Source: an optimization exercise on an open RTL-to-GDS flow (aim: small area). Production flows keep margins and buffers that such runs may drop.
Function was checked by simulation only, so behaviour that the tests miss may differ from the original.
No driver is modelled on the clock port, so clocking that relies on it looks cheaper here than on a real chip.
Power and IR drop assume default switching activity.

Setup of run 1:
// VGA
module VGA
#(
	parameter HS_Tpw640_480 = 16'd95,
	parameter HS_Ts640_480 = 16'd799,
	parameter VS_Tpw640_480 = 16'd1,
	parameter VS_Ts640_480 = 16'd524,
	parameter HS_Tbp640_480 = 16'd48,
	parameter HS_Tfp640_480 = 16'd17,
	parameter VS_Tbp640_480 = 16'd33,
	parameter VS_Tfp640_480 = 16'd11,
	parameter HS_Tpw800_600 = 16'd119,
	parameter HS_Ts800_600 = 16'd1039,
	parameter VS_Tpw800_600 = 16'd5,
	parameter VS_Ts800_600 = 16'd665,
	parameter HS_Tbp800_600 = 16'd64,
	parameter HS_Tfp800_600 = 16'd57,
	parameter VS_Tbp800_600 = 16'd23,
	parameter VS_Tfp800_600 = 16'd38
)
(
	input clk,
	input rst_n,
	input sw,
	output [5:0] VGA_B,
	output [5:0] VGA_G,
	output [5:0] VGA_R,
	output VGA_HS,
	output VGA_VS
);
reg [7:0] as;
reg [4:0] amx;   
wire [4:0] am = amx ^ 5'd24;
reg [4:0] avdx;  
wire [4:0] avd = avdx ^ 5'd20;
reg [4:0] avmx;  
wire [4:0] avm = avmx ^ 5'd24;
wire first = avm[4] && avm[3];
wire a_f    = as[7] ^ (as[5] | (as[2] & ~as[6]));
wire a_end  = (as & 8'd63) == 8'd32;     
wire a_s71  = (as & 8'd143) == 8'd6;     
wire a_s135 = (as & 8'd111) == 8'd38;    
wire a_first = (as & 8'd62) == 8'd0 || (as & 8'd124) == 8'd0;   
wire a_ev   = a_s71 && am[4] && !am[1] && !am[0];   
wire a_hson = a_s135 && am[4] && am[1] && !am[0];  
wire avs_end = avd == 5'd0;
wire av_wrap = avm[4] && avm[0];   
always @(posedge clk, negedge rst_n)
	if (!rst_n) begin
		as <= 8'd180;   
		amx <= 5'd0;    
		avdx <= 5'd0;   
		avmx <= 5'd0;   
	end
	else begin
		as <= {as[6:0], a_f};
		if (a_end)
			amx <= ((am[4] && am[1] && am[0]) ? 5'd0 : am + 5'd1) ^ 5'd24;   
		else if (a_ev)
			amx <= (am | 5'd8) ^ 5'd24;    
		else if (a_hson)
			amx <= (am & 5'd23) ^ 5'd24;   
		if (a_ev) begin
			if (avs_end) begin
  ...
Size in the first run: roughly 220 cells after synthesis, about 23 I/O pins.
==> flow/config.mk <==
export PLATFORM = sky130hd
export DESIGN_NAME = VGA
export DESIGN_NICKNAME = VGA
export VERILOG_FILES = /design/flow/design.v
export SDC_FILE = /design/flow/constraint.sdc
export NUM_CORES = 4
export LEC_CHECK = 0
export CAP_MARGIN = 20
export CORE_MARGIN = 2
export CORE_UTILIZATION = 40
export PLACE_DENSITY = 0.9
export SLEW_MARGIN = 20
==> flow/constraint.sdc <==
create_clock -name core_clock -period 10.0 [get_ports {clk}]
set_input_delay 2.0000 -clock core_clock [delete_from_list [all_inputs] [get_ports {clk}]]
set_output_delay 2.0000 -clock core_clock [all_outputs]
set_load 0.01 [all_outputs]
standard.sh (not shown) runs the stock make flow with config.mk's settings and CLKGATE_MAP_FILE= SYNTH_SCRIPT=/design/flow/synth_recipe.tcl, a recipe that flattens the netlist after the stock synthesis.
==> flow/flow/run.sh <==
#!/bin/bash
# Own layout flow:
#  1. the standard synthesis (standard.sh synth);
#  2. the logic between its registers re-mapped by Yosys/ABC for area, every
#     register kept as the standard synthesis made it (same cells, same names);
#     the logic is rebuilt from the standard netlist's cells and re-mapped
#     sixteen ways (ABC deepsyn with eight seeds, with and without dc2); the
#     smallest result is kept (resyn_choice.log).
#  3. the standard layout of that netlist, with port buffers of the
#     smallest buffer, one tie cell for all constant outputs, and the clock
#     net split into three groups of flip-flops by position, each driven by
#     one clock buffer (flow/clktree.tcl, run before CTS, which then has no
#     clock net left to buffer).
# Each tool's output goes to a log file in this folder.
set -euo pipefail
W=$PWD
R=$W/orfs/results/$FLOW_PLATFORM/VGA/base
LIB=$FLOW_HOME/platforms/$FLOW_PLATFORM/lib/sky130_fd_sc_hd__tt_025C_1v80.lib

bash standard.sh synth > std_synth.log 2>&1

python3 flow/mkcells.py $LIB $W/cells_comb.v $W/abc_dont_use.txt > mkcells.log 2>&1
cp $R/1_2_yosys.v $W/std_netlist.v
# Sixteen ABC runs (eight random seeds, each with and without dc2 before
# mapping), four at a time; the smallest netlist is kept.
resyn() {
  local S=$1 PRE=$2 I=$1$2
  cat > $W/resyn_$I.ys <<Y
read_liberty -lib $LIB
read_verilog -overwrite $W/cells_comb.v
read_verilog $W/std_netlist.v
hierarchy -top $FLOW_TOP
flatten
techmap
opt -purge
abc -liberty $LIB $(cat $W/abc_dont_use.txt) -script "+strash;&get,-n;&deepsyn,-T,30,-S,$S;&put;$PRE;dch,-f;amap;topo"
rename -hide w:*.*
opt_clean -purge
hilomap -singleton -hicell sky130_fd_sc_hd__conb_1 HI -locell sky130_fd_sc_hd__conb_1 LO
splitnets
opt_clean -purge
tee -o $W/resyn_$I.area stat -liberty $LIB
write_verilog -noattr -noexpr -nohex -nodec $W/resyn_$I.v
Y
  yosys -l $W/resyn_$I.log -q $W/resyn_$I.ys > /dev/null 2>&1
}
for PRE in strash dc2; do
  for B in 0 4; do
    for S in $B $((B+1)) $((B+2)) $((B+3)); do resyn $S $PRE & done
    wait
  done
done
BEST=$(for f in $W/resyn_*.area; do echo "$(grep 'Chip area' $f | awk '{print $NF}') $(basename $f .area)"; done | sort -g | head -1 | awk '{print $2}')
for f in $W/resyn_*.area; do echo "$(basename $f .area): $(grep 'Chip area' $f | awk '{print $NF}')"; done > resyn_choice.log
echo "kept: $BEST" >> resyn_choice.log
cp $W/$BEST.v $R/1_2_yosys.v
touch $R/1_2_yosys.v

export PRE_CTS_TCL=$W/flow/clktree.tcl CLK_GROUPS=3 CLK_BUF=sky130_fd_sc_hd__clkbuf_8
export SKIP_REPAIR_TIE_FANOUT=1
export BUFFER_PORTS_ARGS="-buffer_cell sky130_fd_sc_hd__buf_1"
bash standard.sh > std_layout.log 2>&1
Other scripts of this flow, unchanged in this note and not shown: flow/flow/clktree.tcl, flow/flow/mkcells.py
Input-level comparison between run 2 and run 1:
--- a/flow/flow/run.sh
+++ b/flow/flow/run.sh
@@ -7 +7 @@
-#     sixteen ways (ABC deepsyn with eight seeds, with and without dc2); the
+#     eight ways (ABC deepsyn with four seeds, with and without dc2); the
@@ -24 +24 @@
-# Sixteen ABC runs (eight random seeds, each with and without dc2 before
+# Eight ABC runs (four random seeds, each with and without dc2 before
@@ -48,4 +48,2 @@
-  for B in 0 4; do
-    for S in $B $((B+1)) $((B+2)) $((B+3)); do resyn $S $PRE & done
-    wait
-  done
+  for S in 0 1 2 3; do resyn $S $PRE & done
+  wait
[summary]
Run 2 finished every stage and its layout cleared the timing, DRC and antenna checks. Compared with run 1, run 2 shows a higher transition at the pin with the smallest max-transition slack. The area overhead of the layout relative to synthesis on run 2 is in line with that on run 1. Delta (run 2 minus run 1): critical-path maximum fanout dropped 1; total power barely changed.

## port drivers added, routing unchanged
No port has a modelled driver above. Below, the same layouts with a new extraction and two added sets of constraints. Step 1: set_driving_cell puts a clkbuf_16 on clk and a buf_2 on each other input, an assumption about the parent block. Step 2, shift: input delay + t, output delay - t, t = (earliest + latest rising clock arrival at the registers) / 2. This alone moves slack from input paths to output paths. a / b / c = ideal ports / drivers / drivers and shift; a / b = the first two.
run | shift t [ns] | setup WS [ns] | hold slack, ns | latest minus earliest clock arrival (ns) | worst register clock-pin slew, ns
run 1 | 0.196 | 4.808 / 4.777 / 4.777 | 0.375 / 0.375 / 0.375 | 0.018 / 0.017 | 0.10 / 0.10
run 2 | 0.198 | 4.856 / 4.835 / 4.835 | 0.370 / 0.370 / 0.370 | 0.013 / 0.013 | 0.10 / 0.10
After both steps setup and hold are still met in every run listed. The setup slack of run 1, which loses most, moves by -0.031 ns with the drivers and by -0.031 ns with both steps.
